This is an optimization exercise on Yosys and OpenROAD, whose aim is small area, a short achievable clock period and few clock cycles, not a production implementation. No functional check of the RTL was part of this run.

==> run.sh <==
#!/bin/bash
# synth_recipe.tcl (not shown) runs the flow's synth.tcl, then flattens the netlist and writes it again
# the make line also repeats each setting of config.mk as NAME=value (left out here)
make -C /OpenROAD-flow-scripts/flow DESIGN_CONFIG=/design/flow/config.mk WORK_HOME=/design/flow/orfs CLKGATE_MAP_FILE= SYNTH_SCRIPT=/design/flow/synth_recipe.tcl finish
==> config.mk <==
export PLATFORM = sky130hd
export DESIGN_NAME = encrpytion
export DESIGN_NICKNAME = encrpytion
export VERILOG_FILES = /design/flow/design.v
export SDC_FILE = /design/flow/constraint.sdc
export NUM_CORES = 4
export LEC_CHECK = 0
export CAP_MARGIN = 20
export CORE_MARGIN = 2
export CORE_UTILIZATION = 55
export PLACE_DENSITY = 0.7
export SETUP_SLACK_MARGIN = 5
export SLEW_MARGIN = 20
==> constraint.sdc <==
create_clock -name core_clock -period 10.0 [get_ports {clk}]
set_input_delay 2.0000 -clock core_clock [delete_from_list [all_inputs] [get_ports {clk}]]
set_output_delay 2.0000 -clock core_clock [all_outputs]
set_load 0.01 [all_outputs]
==> design.v <==
module encrpytion        
    # (parameter k = 32)(
    input clk,               
    input rst,               
    input en,                
    input [k-1:0]a,          
    input [2*k-1:0]n,        
    input [k:0]e,            
    output [k-1:0]cipher,    
    output reg ready_flag    
    );
reg  [32:0]  P;          
reg  [31:0]  R;          
reg  [31:0]  Ni;         
reg          bq;         
reg  [4:0]   cnt;        
reg  [4:0]   idx;        
reg          ebit;       
reg          sq;         
reg          conv;       
reg          run;        
assign cipher = R;
reg  [4:0] idx0;
integer i;
always @(*) begin
    idx0 = 5'd0;
    for (i = 1; i <= k; i = i + 1)
        if (e[i]) idx0 = i - 1;
end
wire        f    = P[32];
wire [34:0] x2   = {P[32], P, 1'b0};                           
wire [34:0] y    = conv ? ~{P[32], P[32], P} : {3'b000, bq ? R : 32'd0};
wire [34:0] cAv  = f ? {3'b000, ~Ni} : (conv ? 35'd0 : {3'b111, Ni});
wire        cinA = ~f & ~conv;
wire [34:0] cBv  = f ? 35'd0 : {2'b11, Ni, 1'b1};
wire        cinB = ~f;
wire [34:0] sA   = x2 ^ y ^ cAv;
wire [34:0] cA   = (x2 & y) | (x2 & cAv) | (y & cAv);
wire [34:0] sB   = x2 ^ y ^ cBv;
wire [34:0] cB   = (x2 & y) | (x2 & cBv) | (y & cBv);
wire [34:0] adA_p0 = sA ^ {cA[33:0], conv};
wire [34:0] adA_g0 = sA & {cA[33:0], conv};
wire [34:0] adA_G0 = {adA_g0[34:1], adA_g0[0] | (adA_p0[0] & cinA)};
wire [34:0] adA_P0 = adA_p0;
wire adA_g1_1 = adA_G0[1] | (adA_P0[1] & adA_G0[0]);
wire adA_p1_1 = adA_P0[1] & adA_P0[0];
wire adA_g1_3 = adA_G0[3] | (adA_P0[3] & adA_G0[2]);
wire adA_p1_3 = adA_P0[3] & adA_P0[2];
wire adA_g1_5 = adA_G0[5] | (adA_P0[5] & adA_G0[4]);
wire adA_p1_5 = adA_P0[5] & adA_P0[4];
wire adA_g1_7 = adA_G0[7] | (adA_P0[7] & adA_G0[6]);
wire adA_p1_7 = adA_P0[7] & adA_P0[6];
wire adA_g1_9 = adA_G0[9] | (adA_P0[9] & adA_G0[8]);
wire adA_p1_9 = adA_P0[9] & adA_P0[8];
wire adA_g1_11 = adA_G0[11] | (adA_P0[11] & adA_G0[10]);
wire adA_p1_11 = adA_P0[11] & adA_P0[10];
wire adA_g1_13 = adA_G0[13] | (adA_P0[13] & adA_G0[12]);
wire adA_p1_13 = adA_P0[13] & adA_P0[12];
wire adA_g1_15 = adA_G0[15] | (adA_P0[15] & adA_G0[14]);
wire adA_p1_15 = adA_P0[15] & adA_P0[14];
wire adA_g1_17 = adA_G0[17] | (adA_P0[17] & adA_G0[16]);
wire adA_p1_17 = adA_P0[17] & adA_P0[16];
wire adA_g1_19 = adA_G0[19] | (adA_P0[19] & adA_G0[18]);
wire adA_p1_19 = adA_P0[19] & adA_P0[18];
wire adA_g1_21 = adA_G0[21] | (adA_P0[21] & adA_G0[20]);
wire adA_p1_21 = adA_P0[21] & adA_P0[20];
wire adA_g1_23 = adA_G0[23] | (adA_P0[23] & adA_G0[22]);
wire adA_p1_23 = adA_P0[23] & adA_P0[22];
wire adA_g1_25 = adA_G0[25] | (adA_P0[25] & adA_G0[24]);
wire adA_p1_25 = adA_P0[25] & adA_P0[24];
wire adA_g1_27 = adA_G0[27] | (adA_P0[27] & adA_G0[26]);
wire adA_p1_27 = adA_P0[27] & adA_P0[26];
wire adA_g1_29 = adA_G0[29] | (adA_P0[29] & adA_G0[28]);
wire adA_p1_29 = adA_P0[29] & adA_P0[28];
wire adA_g1_31 = adA_G0[31] | (adA_P0[31] & adA_G0[30]);
wire adA_p1_31 = adA_P0[31] & adA_P0[30];
wire adA_g1_33 = adA_G0[33] | (adA_P0[33] & adA_G0[32]);
wire adA_p1_33 = adA_P0[33] & adA_P0[32];
wire adA_g2_2 = adA_G0[2] | (adA_P0[2] & adA_g1_1);
wire adA_p2_2 = adA_P0[2] & adA_p1_1;
wire adA_g2_3 = adA_g1_3 | (adA_p1_3 & adA_g1_1);
wire adA_p2_3 = adA_p1_3 & adA_p1_1;
wire adA_g2_6 = adA_G0[6] | (adA_P0[6] & adA_g1_5);
wire adA_p2_6 = adA_P0[6] & adA_p1_5;
wire adA_g2_7 = adA_g1_7 | (adA_p1_7 & adA_g1_5);
wire adA_p2_7 = adA_p1_7 & adA_p1_5;
wire adA_g2_10 = adA_G0[10] | (adA_P0[10] & adA_g1_9);
wire adA_p2_10 = adA_P0[10] & adA_p1_9;
wire adA_g2_11 = adA_g1_11 | (adA_p1_11 & adA_g1_9);
wire adA_p2_11 = adA_p1_11 & adA_p1_9;
wire adA_g2_14 = adA_G0[14] | (adA_P0[14] & adA_g1_13);
wire adA_p2_14 = adA_P0[14] & adA_p1_13;
wire adA_g2_15 = adA_g1_15 | (adA_p1_15 & adA_g1_13);
wire adA_p2_15 = adA_p1_15 & adA_p1_13;
wire adA_g2_18 = adA_G0[18] | (adA_P0[18] & adA_g1_17);
wire adA_p2_18 = adA_P0[18] & adA_p1_17;
wire adA_g2_19 = adA_g1_19 | (adA_p1_19 & adA_g1_17);
wire adA_p2_19 = adA_p1_19 & adA_p1_17;
wire adA_g2_22 = adA_G0[22] | (adA_P0[22] & adA_g1_21);
wire adA_p2_22 = adA_P0[22] & adA_p1_21;
wire adA_g2_23 = adA_g1_23 | (adA_p1_23 & adA_g1_21);
wire adA_p2_23 = adA_p1_23 & adA_p1_21;
wire adA_g2_26 = adA_G0[26] | (adA_P0[26] & adA_g1_25);
wire adA_p2_26 = adA_P0[26] & adA_p1_25;
wire adA_g2_27 = adA_g1_27 | (adA_p1_27 & adA_g1_25);
wire adA_p2_27 = adA_p1_27 & adA_p1_25;
wire adA_g2_30 = adA_G0[30] | (adA_P0[30] & adA_g1_29);
wire adA_p2_30 = adA_P0[30] & adA_p1_29;
wire adA_g2_31 = adA_g1_31 | (adA_p1_31 & adA_g1_29);
wire adA_p2_31 = adA_p1_31 & adA_p1_29;
wire adA_g2_34 = adA_G0[34] | (adA_P0[34] & adA_g1_33);
wire adA_p2_34 = adA_P0[34] & adA_p1_33;
wire adA_g3_4 = adA_G0[4] | (adA_P0[4] & adA_g2_3);
wire adA_p3_4 = adA_P0[4] & adA_p2_3;
wire adA_g3_5 = adA_g1_5 | (adA_p1_5 & adA_g2_3);
wire adA_p3_5 = adA_p1_5 & adA_p2_3;
wire adA_g3_6 = adA_g2_6 | (adA_p2_6 & adA_g2_3);
wire adA_p3_6 = adA_p2_6 & adA_p2_3;
wire adA_g3_7 = adA_g2_7 | (adA_p2_7 & adA_g2_3);
wire adA_p3_7 = adA_p2_7 & adA_p2_3;
wire adA_g3_12 = adA_G0[12] | (adA_P0[12] & adA_g2_11);
wire adA_p3_12 = adA_P0[12] & adA_p2_11;
wire adA_g3_13 = adA_g1_13 | (adA_p1_13 & adA_g2_11);
wire adA_p3_13 = adA_p1_13 & adA_p2_11;
wire adA_g3_14 = adA_g2_14 | (adA_p2_14 & adA_g2_11);
wire adA_p3_14 = adA_p2_14 & adA_p2_11;
wire adA_g3_15 = adA_g2_15 | (adA_p2_15 & adA_g2_11);
wire adA_p3_15 = adA_p2_15 & adA_p2_11;
wire adA_g3_20 = adA_G0[20] | (adA_P0[20] & adA_g2_19);
wire adA_p3_20 = adA_P0[20] & adA_p2_19;
wire adA_g3_21 = adA_g1_21 | (adA_p1_21 & adA_g2_19);
wire adA_p3_21 = adA_p1_21 & adA_p2_19;
wire adA_g3_22 = adA_g2_22 | (adA_p2_22 & adA_g2_19);
wire adA_p3_22 = adA_p2_22 & adA_p2_19;
wire adA_g3_23 = adA_g2_23 | (adA_p2_23 & adA_g2_19);
wire adA_p3_23 = adA_p2_23 & adA_p2_19;
wire adA_g3_28 = adA_G0[28] | (adA_P0[28] & adA_g2_27);
wire adA_p3_28 = adA_P0[28] & adA_p2_27;
wire adA_g3_29 = adA_g1_29 | (adA_p1_29 & adA_g2_27);
wire adA_p3_29 = adA_p1_29 & adA_p2_27;
wire adA_g3_30 = adA_g2_30 | (adA_p2_30 & adA_g2_27);
wire adA_p3_30 = adA_p2_30 & adA_p2_27;
wire adA_g3_31 = adA_g2_31 | (adA_p2_31 & adA_g2_27);
wire adA_p3_31 = adA_p2_31 & adA_p2_27;
wire adA_g4_8 = adA_G0[8] | (adA_P0[8] & adA_g3_7);
wire adA_p4_8 = adA_P0[8] & adA_p3_7;
wire adA_g4_9 = adA_g1_9 | (adA_p1_9 & adA_g3_7);
wire adA_p4_9 = adA_p1_9 & adA_p3_7;
wire adA_g4_10 = adA_g2_10 | (adA_p2_10 & adA_g3_7);
wire adA_p4_10 = adA_p2_10 & adA_p3_7;
wire adA_g4_11 = adA_g2_11 | (adA_p2_11 & adA_g3_7);
wire adA_p4_11 = adA_p2_11 & adA_p3_7;
wire adA_g4_12 = adA_g3_12 | (adA_p3_12 & adA_g3_7);
wire adA_p4_12 = adA_p3_12 & adA_p3_7;
wire adA_g4_13 = adA_g3_13 | (adA_p3_13 & adA_g3_7);
wire adA_p4_13 = adA_p3_13 & adA_p3_7;
wire adA_g4_14 = adA_g3_14 | (adA_p3_14 & adA_g3_7);
wire adA_p4_14 = adA_p3_14 & adA_p3_7;
wire adA_g4_15 = adA_g3_15 | (adA_p3_15 & adA_g3_7);
wire adA_p4_15 = adA_p3_15 & adA_p3_7;
wire adA_g4_24 = adA_G0[24] | (adA_P0[24] & adA_g3_23);
wire adA_p4_24 = adA_P0[24] & adA_p3_23;
wire adA_g4_25 = adA_g1_25 | (adA_p1_25 & adA_g3_23);
wire adA_p4_25 = adA_p1_25 & adA_p3_23;
wire adA_g4_26 = adA_g2_26 | (adA_p2_26 & adA_g3_23);
wire adA_p4_26 = adA_p2_26 & adA_p3_23;
wire adA_g4_27 = adA_g2_27 | (adA_p2_27 & adA_g3_23);
wire adA_p4_27 = adA_p2_27 & adA_p3_23;
wire adA_g4_28 = adA_g3_28 | (adA_p3_28 & adA_g3_23);
wire adA_p4_28 = adA_p3_28 & adA_p3_23;
wire adA_g4_29 = adA_g3_29 | (adA_p3_29 & adA_g3_23);
wire adA_p4_29 = adA_p3_29 & adA_p3_23;
wire adA_g4_30 = adA_g3_30 | (adA_p3_30 & adA_g3_23);
wire adA_p4_30 = adA_p3_30 & adA_p3_23;
wire adA_g4_31 = adA_g3_31 | (adA_p3_31 & adA_g3_23);
wire adA_p4_31 = adA_p3_31 & adA_p3_23;
wire adA_g5_16 = adA_G0[16] | (adA_P0[16] & adA_g4_15);
wire adA_p5_16 = adA_P0[16] & adA_p4_15;
wire adA_g5_17 = adA_g1_17 | (adA_p1_17 & adA_g4_15);
wire adA_p5_17 = adA_p1_17 & adA_p4_15;
wire adA_g5_18 = adA_g2_18 | (adA_p2_18 & adA_g4_15);
wire adA_p5_18 = adA_p2_18 & adA_p4_15;
wire adA_g5_19 = adA_g2_19 | (adA_p2_19 & adA_g4_15);
wire adA_p5_19 = adA_p2_19 & adA_p4_15;
wire adA_g5_20 = adA_g3_20 | (adA_p3_20 & adA_g4_15);
wire adA_p5_20 = adA_p3_20 & adA_p4_15;
wire adA_g5_21 = adA_g3_21 | (adA_p3_21 & adA_g4_15);
wire adA_p5_21 = adA_p3_21 & adA_p4_15;
wire adA_g5_22 = adA_g3_22 | (adA_p3_22 & adA_g4_15);
wire adA_p5_22 = adA_p3_22 & adA_p4_15;
wire adA_g5_23 = adA_g3_23 | (adA_p3_23 & adA_g4_15);
wire adA_p5_23 = adA_p3_23 & adA_p4_15;
wire adA_g5_24 = adA_g4_24 | (adA_p4_24 & adA_g4_15);
wire adA_p5_24 = adA_p4_24 & adA_p4_15;
wire adA_g5_25 = adA_g4_25 | (adA_p4_25 & adA_g4_15);
wire adA_p5_25 = adA_p4_25 & adA_p4_15;
wire adA_g5_26 = adA_g4_26 | (adA_p4_26 & adA_g4_15);
wire adA_p5_26 = adA_p4_26 & adA_p4_15;
wire adA_g5_27 = adA_g4_27 | (adA_p4_27 & adA_g4_15);
wire adA_p5_27 = adA_p4_27 & adA_p4_15;
wire adA_g5_28 = adA_g4_28 | (adA_p4_28 & adA_g4_15);
wire adA_p5_28 = adA_p4_28 & adA_p4_15;
wire adA_g5_29 = adA_g4_29 | (adA_p4_29 & adA_g4_15);
wire adA_p5_29 = adA_p4_29 & adA_p4_15;
wire adA_g5_30 = adA_g4_30 | (adA_p4_30 & adA_g4_15);
wire adA_p5_30 = adA_p4_30 & adA_p4_15;
wire adA_g5_31 = adA_g4_31 | (adA_p4_31 & adA_g4_15);
wire adA_p5_31 = adA_p4_31 & adA_p4_15;
wire adA_g6_32 = adA_G0[32] | (adA_P0[32] & adA_g5_31);
wire adA_p6_32 = adA_P0[32] & adA_p5_31;
wire adA_g6_33 = adA_g1_33 | (adA_p1_33 & adA_g5_31);
wire adA_p6_33 = adA_p1_33 & adA_p5_31;
wire adA_g6_34 = adA_g2_34 | (adA_p2_34 & adA_g5_31);
wire adA_p6_34 = adA_p2_34 & adA_p5_31;
wire [34:0] tA = adA_p0 ^ {adA_g6_33, adA_g6_32, adA_g5_31, adA_g5_30, adA_g5_29, adA_g5_28, adA_g5_27, adA_g5_26, adA_g5_25, adA_g5_24, adA_g5_23, adA_g5_22, adA_g5_21, adA_g5_20, adA_g5_19, adA_g5_18, adA_g5_17, adA_g5_16, adA_g4_15, adA_g4_14, adA_g4_13, adA_g4_12, adA_g4_11, adA_g4_10, adA_g4_9, adA_g4_8, adA_g3_7, adA_g3_6, adA_g3_5, adA_g3_4, adA_g2_3, adA_g2_2, adA_g1_1, adA_G0[0], cinA};
wire [34:0] adB_p0 = sB ^ {cB[33:0], 1'b0};
wire [34:0] adB_g0 = sB & {cB[33:0], 1'b0};
wire [34:0] adB_G0 = {adB_g0[34:1], adB_g0[0] | (adB_p0[0] & cinB)};
wire [34:0] adB_P0 = adB_p0;
wire adB_g1_1 = adB_G0[1] | (adB_P0[1] & adB_G0[0]);
wire adB_p1_1 = adB_P0[1] & adB_P0[0];
wire adB_g1_3 = adB_G0[3] | (adB_P0[3] & adB_G0[2]);
wire adB_p1_3 = adB_P0[3] & adB_P0[2];
wire adB_g1_5 = adB_G0[5] | (adB_P0[5] & adB_G0[4]);
wire adB_p1_5 = adB_P0[5] & adB_P0[4];
wire adB_g1_7 = adB_G0[7] | (adB_P0[7] & adB_G0[6]);
wire adB_p1_7 = adB_P0[7] & adB_P0[6];
wire adB_g1_9 = adB_G0[9] | (adB_P0[9] & adB_G0[8]);
wire adB_p1_9 = adB_P0[9] & adB_P0[8];
wire adB_g1_11 = adB_G0[11] | (adB_P0[11] & adB_G0[10]);
wire adB_p1_11 = adB_P0[11] & adB_P0[10];
wire adB_g1_13 = adB_G0[13] | (adB_P0[13] & adB_G0[12]);
wire adB_p1_13 = adB_P0[13] & adB_P0[12];
wire adB_g1_15 = adB_G0[15] | (adB_P0[15] & adB_G0[14]);
wire adB_p1_15 = adB_P0[15] & adB_P0[14];
wire adB_g1_17 = adB_G0[17] | (adB_P0[17] & adB_G0[16]);
wire adB_p1_17 = adB_P0[17] & adB_P0[16];
wire adB_g1_19 = adB_G0[19] | (adB_P0[19] & adB_G0[18]);
wire adB_p1_19 = adB_P0[19] & adB_P0[18];
wire adB_g1_21 = adB_G0[21] | (adB_P0[21] & adB_G0[20]);
wire adB_p1_21 = adB_P0[21] & adB_P0[20];
wire adB_g1_23 = adB_G0[23] | (adB_P0[23] & adB_G0[22]);
wire adB_p1_23 = adB_P0[23] & adB_P0[22];
wire adB_g1_25 = adB_G0[25] | (adB_P0[25] & adB_G0[24]);
wire adB_p1_25 = adB_P0[25] & adB_P0[24];
wire adB_g1_27 = adB_G0[27] | (adB_P0[27] & adB_G0[26]);
wire adB_p1_27 = adB_P0[27] & adB_P0[26];
wire adB_g1_29 = adB_G0[29] | (adB_P0[29] & adB_G0[28]);
wire adB_p1_29 = adB_P0[29] & adB_P0[28];
wire adB_g1_31 = adB_G0[31] | (adB_P0[31] & adB_G0[30]);
wire adB_p1_31 = adB_P0[31] & adB_P0[30];
wire adB_g1_33 = adB_G0[33] | (adB_P0[33] & adB_G0[32]);
wire adB_p1_33 = adB_P0[33] & adB_P0[32];
wire adB_g2_2 = adB_G0[2] | (adB_P0[2] & adB_g1_1);
wire adB_p2_2 = adB_P0[2] & adB_p1_1;
wire adB_g2_3 = adB_g1_3 | (adB_p1_3 & adB_g1_1);
wire adB_p2_3 = adB_p1_3 & adB_p1_1;
wire adB_g2_6 = adB_G0[6] | (adB_P0[6] & adB_g1_5);
wire adB_p2_6 = adB_P0[6] & adB_p1_5;
wire adB_g2_7 = adB_g1_7 | (adB_p1_7 & adB_g1_5);
wire adB_p2_7 = adB_p1_7 & adB_p1_5;
wire adB_g2_10 = adB_G0[10] | (adB_P0[10] & adB_g1_9);
wire adB_p2_10 = adB_P0[10] & adB_p1_9;
wire adB_g2_11 = adB_g1_11 | (adB_p1_11 & adB_g1_9);
wire adB_p2_11 = adB_p1_11 & adB_p1_9;
wire adB_g2_14 = adB_G0[14] | (adB_P0[14] & adB_g1_13);
wire adB_p2_14 = adB_P0[14] & adB_p1_13;
wire adB_g2_15 = adB_g1_15 | (adB_p1_15 & adB_g1_13);
wire adB_p2_15 = adB_p1_15 & adB_p1_13;
wire adB_g2_18 = adB_G0[18] | (adB_P0[18] & adB_g1_17);
wire adB_p2_18 = adB_P0[18] & adB_p1_17;
wire adB_g2_19 = adB_g1_19 | (adB_p1_19 & adB_g1_17);
wire adB_p2_19 = adB_p1_19 & adB_p1_17;
wire adB_g2_22 = adB_G0[22] | (adB_P0[22] & adB_g1_21);
wire adB_p2_22 = adB_P0[22] & adB_p1_21;
wire adB_g2_23 = adB_g1_23 | (adB_p1_23 & adB_g1_21);
wire adB_p2_23 = adB_p1_23 & adB_p1_21;
wire adB_g2_26 = adB_G0[26] | (adB_P0[26] & adB_g1_25);
wire adB_p2_26 = adB_P0[26] & adB_p1_25;
wire adB_g2_27 = adB_g1_27 | (adB_p1_27 & adB_g1_25);
wire adB_p2_27 = adB_p1_27 & adB_p1_25;
wire adB_g2_30 = adB_G0[30] | (adB_P0[30] & adB_g1_29);
wire adB_p2_30 = adB_P0[30] & adB_p1_29;
wire adB_g2_31 = adB_g1_31 | (adB_p1_31 & adB_g1_29);
wire adB_p2_31 = adB_p1_31 & adB_p1_29;
wire adB_g2_34 = adB_G0[34] | (adB_P0[34] & adB_g1_33);
wire adB_p2_34 = adB_P0[34] & adB_p1_33;
wire adB_g3_4 = adB_G0[4] | (adB_P0[4] & adB_g2_3);
wire adB_p3_4 = adB_P0[4] & adB_p2_3;
wire adB_g3_5 = adB_g1_5 | (adB_p1_5 & adB_g2_3);
wire adB_p3_5 = adB_p1_5 & adB_p2_3;
wire adB_g3_6 = adB_g2_6 | (adB_p2_6 & adB_g2_3);
wire adB_p3_6 = adB_p2_6 & adB_p2_3;
wire adB_g3_7 = adB_g2_7 | (adB_p2_7 & adB_g2_3);
wire adB_p3_7 = adB_p2_7 & adB_p2_3;
wire adB_g3_12 = adB_G0[12] | (adB_P0[12] & adB_g2_11);
wire adB_p3_12 = adB_P0[12] & adB_p2_11;
wire adB_g3_13 = adB_g1_13 | (adB_p1_13 & adB_g2_11);
wire adB_p3_13 = adB_p1_13 & adB_p2_11;
wire adB_g3_14 = adB_g2_14 | (adB_p2_14 & adB_g2_11);
wire adB_p3_14 = adB_p2_14 & adB_p2_11;
wire adB_g3_15 = adB_g2_15 | (adB_p2_15 & adB_g2_11);
wire adB_p3_15 = adB_p2_15 & adB_p2_11;
wire adB_g3_20 = adB_G0[20] | (adB_P0[20] & adB_g2_19);
wire adB_p3_20 = adB_P0[20] & adB_p2_19;
wire adB_g3_21 = adB_g1_21 | (adB_p1_21 & adB_g2_19);
wire adB_p3_21 = adB_p1_21 & adB_p2_19;
wire adB_g3_22 = adB_g2_22 | (adB_p2_22 & adB_g2_19);
wire adB_p3_22 = adB_p2_22 & adB_p2_19;
wire adB_g3_23 = adB_g2_23 | (adB_p2_23 & adB_g2_19);
wire adB_p3_23 = adB_p2_23 & adB_p2_19;
wire adB_g3_28 = adB_G0[28] | (adB_P0[28] & adB_g2_27);
wire adB_p3_28 = adB_P0[28] & adB_p2_27;
wire adB_g3_29 = adB_g1_29 | (adB_p1_29 & adB_g2_27);
wire adB_p3_29 = adB_p1_29 & adB_p2_27;
wire adB_g3_30 = adB_g2_30 | (adB_p2_30 & adB_g2_27);
wire adB_p3_30 = adB_p2_30 & adB_p2_27;
wire adB_g3_31 = adB_g2_31 | (adB_p2_31 & adB_g2_27);
wire adB_p3_31 = adB_p2_31 & adB_p2_27;
wire adB_g4_8 = adB_G0[8] | (adB_P0[8] & adB_g3_7);
wire adB_p4_8 = adB_P0[8] & adB_p3_7;
wire adB_g4_9 = adB_g1_9 | (adB_p1_9 & adB_g3_7);
wire adB_p4_9 = adB_p1_9 & adB_p3_7;
wire adB_g4_10 = adB_g2_10 | (adB_p2_10 & adB_g3_7);
wire adB_p4_10 = adB_p2_10 & adB_p3_7;
wire adB_g4_11 = adB_g2_11 | (adB_p2_11 & adB_g3_7);
wire adB_p4_11 = adB_p2_11 & adB_p3_7;
wire adB_g4_12 = adB_g3_12 | (adB_p3_12 & adB_g3_7);
wire adB_p4_12 = adB_p3_12 & adB_p3_7;
wire adB_g4_13 = adB_g3_13 | (adB_p3_13 & adB_g3_7);
wire adB_p4_13 = adB_p3_13 & adB_p3_7;
wire adB_g4_14 = adB_g3_14 | (adB_p3_14 & adB_g3_7);
wire adB_p4_14 = adB_p3_14 & adB_p3_7;
wire adB_g4_15 = adB_g3_15 | (adB_p3_15 & adB_g3_7);
wire adB_p4_15 = adB_p3_15 & adB_p3_7;
wire adB_g4_24 = adB_G0[24] | (adB_P0[24] & adB_g3_23);
wire adB_p4_24 = adB_P0[24] & adB_p3_23;
wire adB_g4_25 = adB_g1_25 | (adB_p1_25 & adB_g3_23);
wire adB_p4_25 = adB_p1_25 & adB_p3_23;
wire adB_g4_26 = adB_g2_26 | (adB_p2_26 & adB_g3_23);
wire adB_p4_26 = adB_p2_26 & adB_p3_23;
wire adB_g4_27 = adB_g2_27 | (adB_p2_27 & adB_g3_23);
wire adB_p4_27 = adB_p2_27 & adB_p3_23;
wire adB_g4_28 = adB_g3_28 | (adB_p3_28 & adB_g3_23);
wire adB_p4_28 = adB_p3_28 & adB_p3_23;
wire adB_g4_29 = adB_g3_29 | (adB_p3_29 & adB_g3_23);
wire adB_p4_29 = adB_p3_29 & adB_p3_23;
wire adB_g4_30 = adB_g3_30 | (adB_p3_30 & adB_g3_23);
wire adB_p4_30 = adB_p3_30 & adB_p3_23;
wire adB_g4_31 = adB_g3_31 | (adB_p3_31 & adB_g3_23);
wire adB_p4_31 = adB_p3_31 & adB_p3_23;
wire adB_g5_16 = adB_G0[16] | (adB_P0[16] & adB_g4_15);
wire adB_p5_16 = adB_P0[16] & adB_p4_15;
wire adB_g5_17 = adB_g1_17 | (adB_p1_17 & adB_g4_15);
wire adB_p5_17 = adB_p1_17 & adB_p4_15;
wire adB_g5_18 = adB_g2_18 | (adB_p2_18 & adB_g4_15);
wire adB_p5_18 = adB_p2_18 & adB_p4_15;
wire adB_g5_19 = adB_g2_19 | (adB_p2_19 & adB_g4_15);
wire adB_p5_19 = adB_p2_19 & adB_p4_15;
wire adB_g5_20 = adB_g3_20 | (adB_p3_20 & adB_g4_15);
wire adB_p5_20 = adB_p3_20 & adB_p4_15;
wire adB_g5_21 = adB_g3_21 | (adB_p3_21 & adB_g4_15);
wire adB_p5_21 = adB_p3_21 & adB_p4_15;
wire adB_g5_22 = adB_g3_22 | (adB_p3_22 & adB_g4_15);
wire adB_p5_22 = adB_p3_22 & adB_p4_15;
wire adB_g5_23 = adB_g3_23 | (adB_p3_23 & adB_g4_15);
wire adB_p5_23 = adB_p3_23 & adB_p4_15;
wire adB_g5_24 = adB_g4_24 | (adB_p4_24 & adB_g4_15);
wire adB_p5_24 = adB_p4_24 & adB_p4_15;
wire adB_g5_25 = adB_g4_25 | (adB_p4_25 & adB_g4_15);
wire adB_p5_25 = adB_p4_25 & adB_p4_15;
wire adB_g5_26 = adB_g4_26 | (adB_p4_26 & adB_g4_15);
wire adB_p5_26 = adB_p4_26 & adB_p4_15;
wire adB_g5_27 = adB_g4_27 | (adB_p4_27 & adB_g4_15);
wire adB_p5_27 = adB_p4_27 & adB_p4_15;
wire adB_g5_28 = adB_g4_28 | (adB_p4_28 & adB_g4_15);
wire adB_p5_28 = adB_p4_28 & adB_p4_15;
wire adB_g5_29 = adB_g4_29 | (adB_p4_29 & adB_g4_15);
wire adB_p5_29 = adB_p4_29 & adB_p4_15;
wire adB_g5_30 = adB_g4_30 | (adB_p4_30 & adB_g4_15);
wire adB_p5_30 = adB_p4_30 & adB_p4_15;
wire adB_g5_31 = adB_g4_31 | (adB_p4_31 & adB_g4_15);
wire adB_p5_31 = adB_p4_31 & adB_p4_15;
wire adB_g6_32 = adB_G0[32] | (adB_P0[32] & adB_g5_31);
wire adB_p6_32 = adB_P0[32] & adB_p5_31;
wire adB_g6_33 = adB_g1_33 | (adB_p1_33 & adB_g5_31);
wire adB_p6_33 = adB_p1_33 & adB_p5_31;
wire adB_g6_34 = adB_g2_34 | (adB_p2_34 & adB_g5_31);
wire adB_p6_34 = adB_p2_34 & adB_p5_31;
wire [34:0] tB = adB_p0 ^ {adB_g6_33, adB_g6_32, adB_g5_31, adB_g5_30, adB_g5_29, adB_g5_28, adB_g5_27, adB_g5_26, adB_g5_25, adB_g5_24, adB_g5_23, adB_g5_22, adB_g5_21, adB_g5_20, adB_g5_19, adB_g5_18, adB_g5_17, adB_g5_16, adB_g4_15, adB_g4_14, adB_g4_13, adB_g4_12, adB_g4_11, adB_g4_10, adB_g4_9, adB_g4_8, adB_g3_7, adB_g3_6, adB_g3_5, adB_g3_4, adB_g2_3, adB_g2_2, adB_g1_1, adB_G0[0], cinB};
wire [32:0] pn   = tB[34] ? tA[32:0] : tB[32:0];
wire last   = (cnt == 5'd31) & ~conv;
wire domul  = sq & ebit;
wire finish = conv & ~domul & (idx == 5'd0);
wire idle   = ~run & ~ready_flag;
always @(posedge clk or posedge rst) begin
    if (rst) begin
        run <= 1'b0;
        ready_flag <= 1'b0;
    end else begin
        run <= en & (idle | (run & ~finish));
        ready_flag <= en & (ready_flag | (run & finish));
    end
end
always @(posedge clk) begin
    ebit <= e[idx];
    if (idle) begin
        R    <= a;
        Ni   <= ~n[k-1:0];
        P    <= 33'd0;
        bq   <= a[k-1];
        cnt  <= 5'd30;
        idx  <= idx0;
        sq   <= 1'b1;
        conv <= 1'b0;
    end else if (run) begin
        if (conv) begin
            R    <= tA[31:0];
            P    <= 33'd0;
            conv <= 1'b0;
            cnt  <= 5'd30;
            if (domul) begin
                sq <= 1'b0;
                bq <= a[k-1];
            end else begin
                sq  <= 1'b1;
                bq  <= tA[31];
                idx <= idx - 5'd1;
            end
        end else begin
            P    <= pn;
            cnt  <= cnt - 5'd1;
            bq   <= sq ? R[cnt] : a[cnt];
            conv <= last;
        end
    end
end
endmodule
==> impl_results.md <==
- Multi-input combinational cell area: ~0.0069 mm2
- Largest net degree at the start of global routing: 66
- Slew headroom: roughly 37%
- Mux contribution to synthesized area: between 10% and 20%
- Setup violators final: 0
- Mapped Cells: roughly 1,100
- Share of layout cells above drive strength 1: approximately 7.0%
- TritonCTS buffer count: 17
- Ys Warns: 1
- Clock Latency Late Sink: around 0.42 ns
- Max-slew violations: 0
- R2r setup slk: between 5 and 6 ns
- Most frequent cells after synthesis: inv_1, nand2_1, fa_1, edfxtp_1, ha_1
- Global-route wire length before repair: approximately 46 mm
- Crit path launch type: flop
- Initial drt markers: about 620
- Routed len/inst: between 15 and 20 um
- Reg-to-Reg Start: conv$_SDFFE_PP0P_
- Worst Setup End Kind: flop
- Sequential cell area: around 0.0030 mm2
- Hold Vio Cnt, Final: 0
- Fillers: 1,605
- Reg2reg path depth: 17
- RSZ-0062 raised after global routing: true
- Rows: between 50 and 60
- Clk buf depth: 2
- CTS H-tree depth: 4
- Crit Reg-Reg Endpoint: P[24]$_SDFFE_PP0P_
- Leading area contributor after synthesis: edfxtp_1
- Critical path startpoint: conv$_SDFFE_PP0P_
- Adder-Cell Fraction of Synth Area: between 20 and 25%
- Worst Path Required: just over 10 ns
- Synth Area in XOR/XNOR: under 10%
- Crit path to: P[24]$_SDFFE_PP0P_
- Final setup TNS: 0 ns
- GPL Wtd Cong: between 0.8 and 0.9
- Simple-gate area share of the yosys netlist: around 11%
- Post-DP HPWL: 21.0 mm
- GRT overflow: 0
- Vias: roughly 9,000
- Syn nets: roughly 1,400
- Starting Density: a little under three fifths
- Core area: about 0.019 mm2
- Port bufs: roughly 130
- Clock skew: 0.0113 ns
- Final WS setup: 5.26 ns
- Synth Flop Type: edfxtp_1
- I/O Pins: 165
- Synthesized area per cell: approximately 9.4 um2
- Main area contributors after synthesis: edfxtp_1, fa_1, ha_1, dfxtp_1, inv_1
- Worst min path class: reg2reg
- Initial antenna violation count: 0
- Mapped Area: 0.0107 mm2
- Count leader, synth: inv_1
- Vias per inst: around 5.7
- Post-CTS Hold Fix Bufs: 0
- Die Y: roughly 140 um
- Period utilisation layout: between 40% and 50%
- Die width: ~140 um
- FF+latch count, synth: ~110
- Ys async rst share: about 1.8%
- Compound-Gate Fraction of Synth Area: approximately 16%
- Achievable Freq: between 200 and 250 MHz
- Clock-pin slew on the worst setup and hold paths: ~0.060 ns
- Nets: 1,535
- Top-area cell type share of the netlist area: approximately a fifth
- Register area share after synthesis: between 20% and 30%
- Critical path class: reg2reg
- Clock root cell: clkbuf_16
- DR pass1 iterations: 5
- Status: finished clean
- Slew @ Worst Pin: between 0.9 and 1 ns
- DRC viols: 0
- Largest family of logic cells by synthesized area: adder cells
- WL final: between 20 and 30 mm
- CTS tree: built
- Max-cap viol count: 0
- Area Overhead vs Synth: 20.7%
- Synth unique cells: 71
- DIE AREA: approximately 0.021 mm2
- Worst Path Arrival: a little over 5 ns
- EDFF count, synth: 70
- Post-route ant nets: 0
- Critical path peak fanout: 37
- ANT cells: 0
- DP Worst Slack: about 4.8 ns
- Vias in the first global route: between 8,000 and 9,000
- Min Tclk post-route: about 4.7 ns
- CTS sink cnt: ~110
- Total track usage: slightly below 30%
-- state kept, by name, summed over array words and instances, names as in the netlist --
name,count
P,33
Ni,32
R,32
cnt,5
idx,5
bq,1
conv,1
ebit,1
ready_flag,1
run,1
sq,1
-- routing by layer --
metal / up-vias / GRT usage, % / share of wire, %
met5: - / 0 / 0
li1: 4212 / - / -
met2: 301 / 48.8 / 48
met4: 0 / 5.57 / 1.3
met1: 4270 / 40.2 / 45
met3: 32 / 5.43 / 5.9
-- stage by stage --
stage / cell area [um2] / utilization [%] / cells / hold slack [ns]
floorplan: 10700 / - / 1143 / 0.491
global placement: 12300 / 63.7 / 1506 / 0.519
detailed placement: 12300 / 63.7 / 1506 / 0.523
CTS: 12900 / 66.8 / 1538 / 0.541
global route: 13000 / 67.0 / 1539 / 0.570
finish: 13000 / 67.0 / 1539 / 0.542
-- cells by family after synthesis --
logic type | Yosys count
AOI/OAI and AO/OA | 257
buffers and inverters | 234
and+or+nand+nor | 262
adders and majority gates | 142
DFF | 113
xor gates and xnor gates | 55
muxes | 80
-- cell type report --
class                           count  share of cell area, %
Clock buffer                       21                   3.48
Clock inverter                     11                   1.06
Inverter                          189                   5.47
Multi-Input combinational cell    796                   53.4
Sequential cell                   113                   23.0
Tap cell                          265                   2.56
Timing Repair Buffer              144                   11.1
-- worst max-delay path: stages (launching register included) --
cell and delay (ns):
dfxtp_1 0.40, buf_8 0.33, inv_1 0.24, and3_1 0.24, a21oi_1 0.22, inv_1 0.09
fa_1 0.44, ha_1 0.34, and3_1 0.23, a221oi_2 0.09, o2111a_1 0.26, o21ai_2 0.15
a32oi_2 0.24, o21ai_4 0.35, buf_4 0.48, o311ai_0 0.26, a21oi_1 0.21, a21o_1 0.10
-- worst min-delay path by stage --
stage | startpoint | endpoint | slack, ns | cells past startpoint
2_1_floorplan | P[24]$_SDFFE_PP0P_ | P[24]$_SDFFE_PP0P_ | 0.49 | 1
3_3_place_gp | P[30]$_SDFFE_PP0P_ | P[30]$_SDFFE_PP0P_ | 0.52 | 2
3_5_place_dp | P[30]$_SDFFE_PP0P_ | P[30]$_SDFFE_PP0P_ | 0.52 | 2
4_1_cts | cnt[4]$_SDFFE_PP1P_ | conv$_SDFFE_PP0P_ | 0.54 | 2
5_1_grt | cnt[4]$_SDFFE_PP1P_ | conv$_SDFFE_PP0P_ | 0.57 | 2
6_report | cnt[4]$_SDFFE_PP1P_ | conv$_SDFFE_PP0P_ | 0.54 | 2
-- placed cells by master, fill, tap and decap left out, types with 3 or more instances in the layout --
| cell | count |
|---|---|
| a211oi_1 | 8 |
| o21ai_1 | 6 |
| clkdlybuf4s50_1 | 132 |
| bufinv_16 | 3 |
| a22oi_1 | 32 |
| a21oi_1 | 65 |
| o21bai_1 | 6 |
| clkbuf_16 | 17 |
| inv_1 | 188 |
| a21o_1 | 17 |
| o21ai_0 | 30 |
| nand2b_1 | 5 |
| mux2i_1 | 54 |
| a211o_1 | 4 |
| o21a_1 | 12 |
| edfxtp_1 | 70 |
| and3_1 | 5 |
| xnor2_1 | 28 |
| o31ai_1 | 7 |
| clkinv_2 | 6 |
| o211ai_1 | 6 |
| nor3_1 | 14 |
| dfxtp_1 | 40 |
| nand3_1 | 10 |
| clkbuf_1 | 3 |
| mux4_2 | 24 |
| nand4_1 | 9 |
| o22ai_1 | 26 |
| buf_4 | 9 |
| xor2_1 | 26 |
| nor4_1 | 5 |
| nand2_1 | 107 |
| o221ai_1 | 4 |
| fa_1 | 73 |
| nor2_1 | 57 |
| nor2b_1 | 38 |
| ha_1 | 69 |
-- what timing repair did --
action                                  4_1_cts  5_1_grt
gates cloned                                  0        0
endpoints found under the setup margin       14       33
buffers inserted                              0        1
gates resized for setup                       5       10
hold endpoints to repair                      0        0

## re-timing with driven ports
In the flow no input, the clock included, has a driving cell. The finished layout below was timed again as built, in two steps. Step 1 assumes that a clkbuf_16 drives the clock port and a buf_2 every other input. Step 2 moves the port delays by t, midway between the first and last clock arrival at a register: inputs arrive t later, outputs are due t later. That takes back most of the time a late clock gives input paths. a / b / c = no drivers / after step 1 / after step 2; a / b = the first two.
t, ns: 0.467
slack for setup (ns): 5.263 / 5.263 / 5.263
worst data-port slew with drivers (ns): 0.05
After both steps setup and hold are still met in this run. For this run, drivers alone change the setup slack by 0.000 ns; drivers and shift together by 0.000 ns.
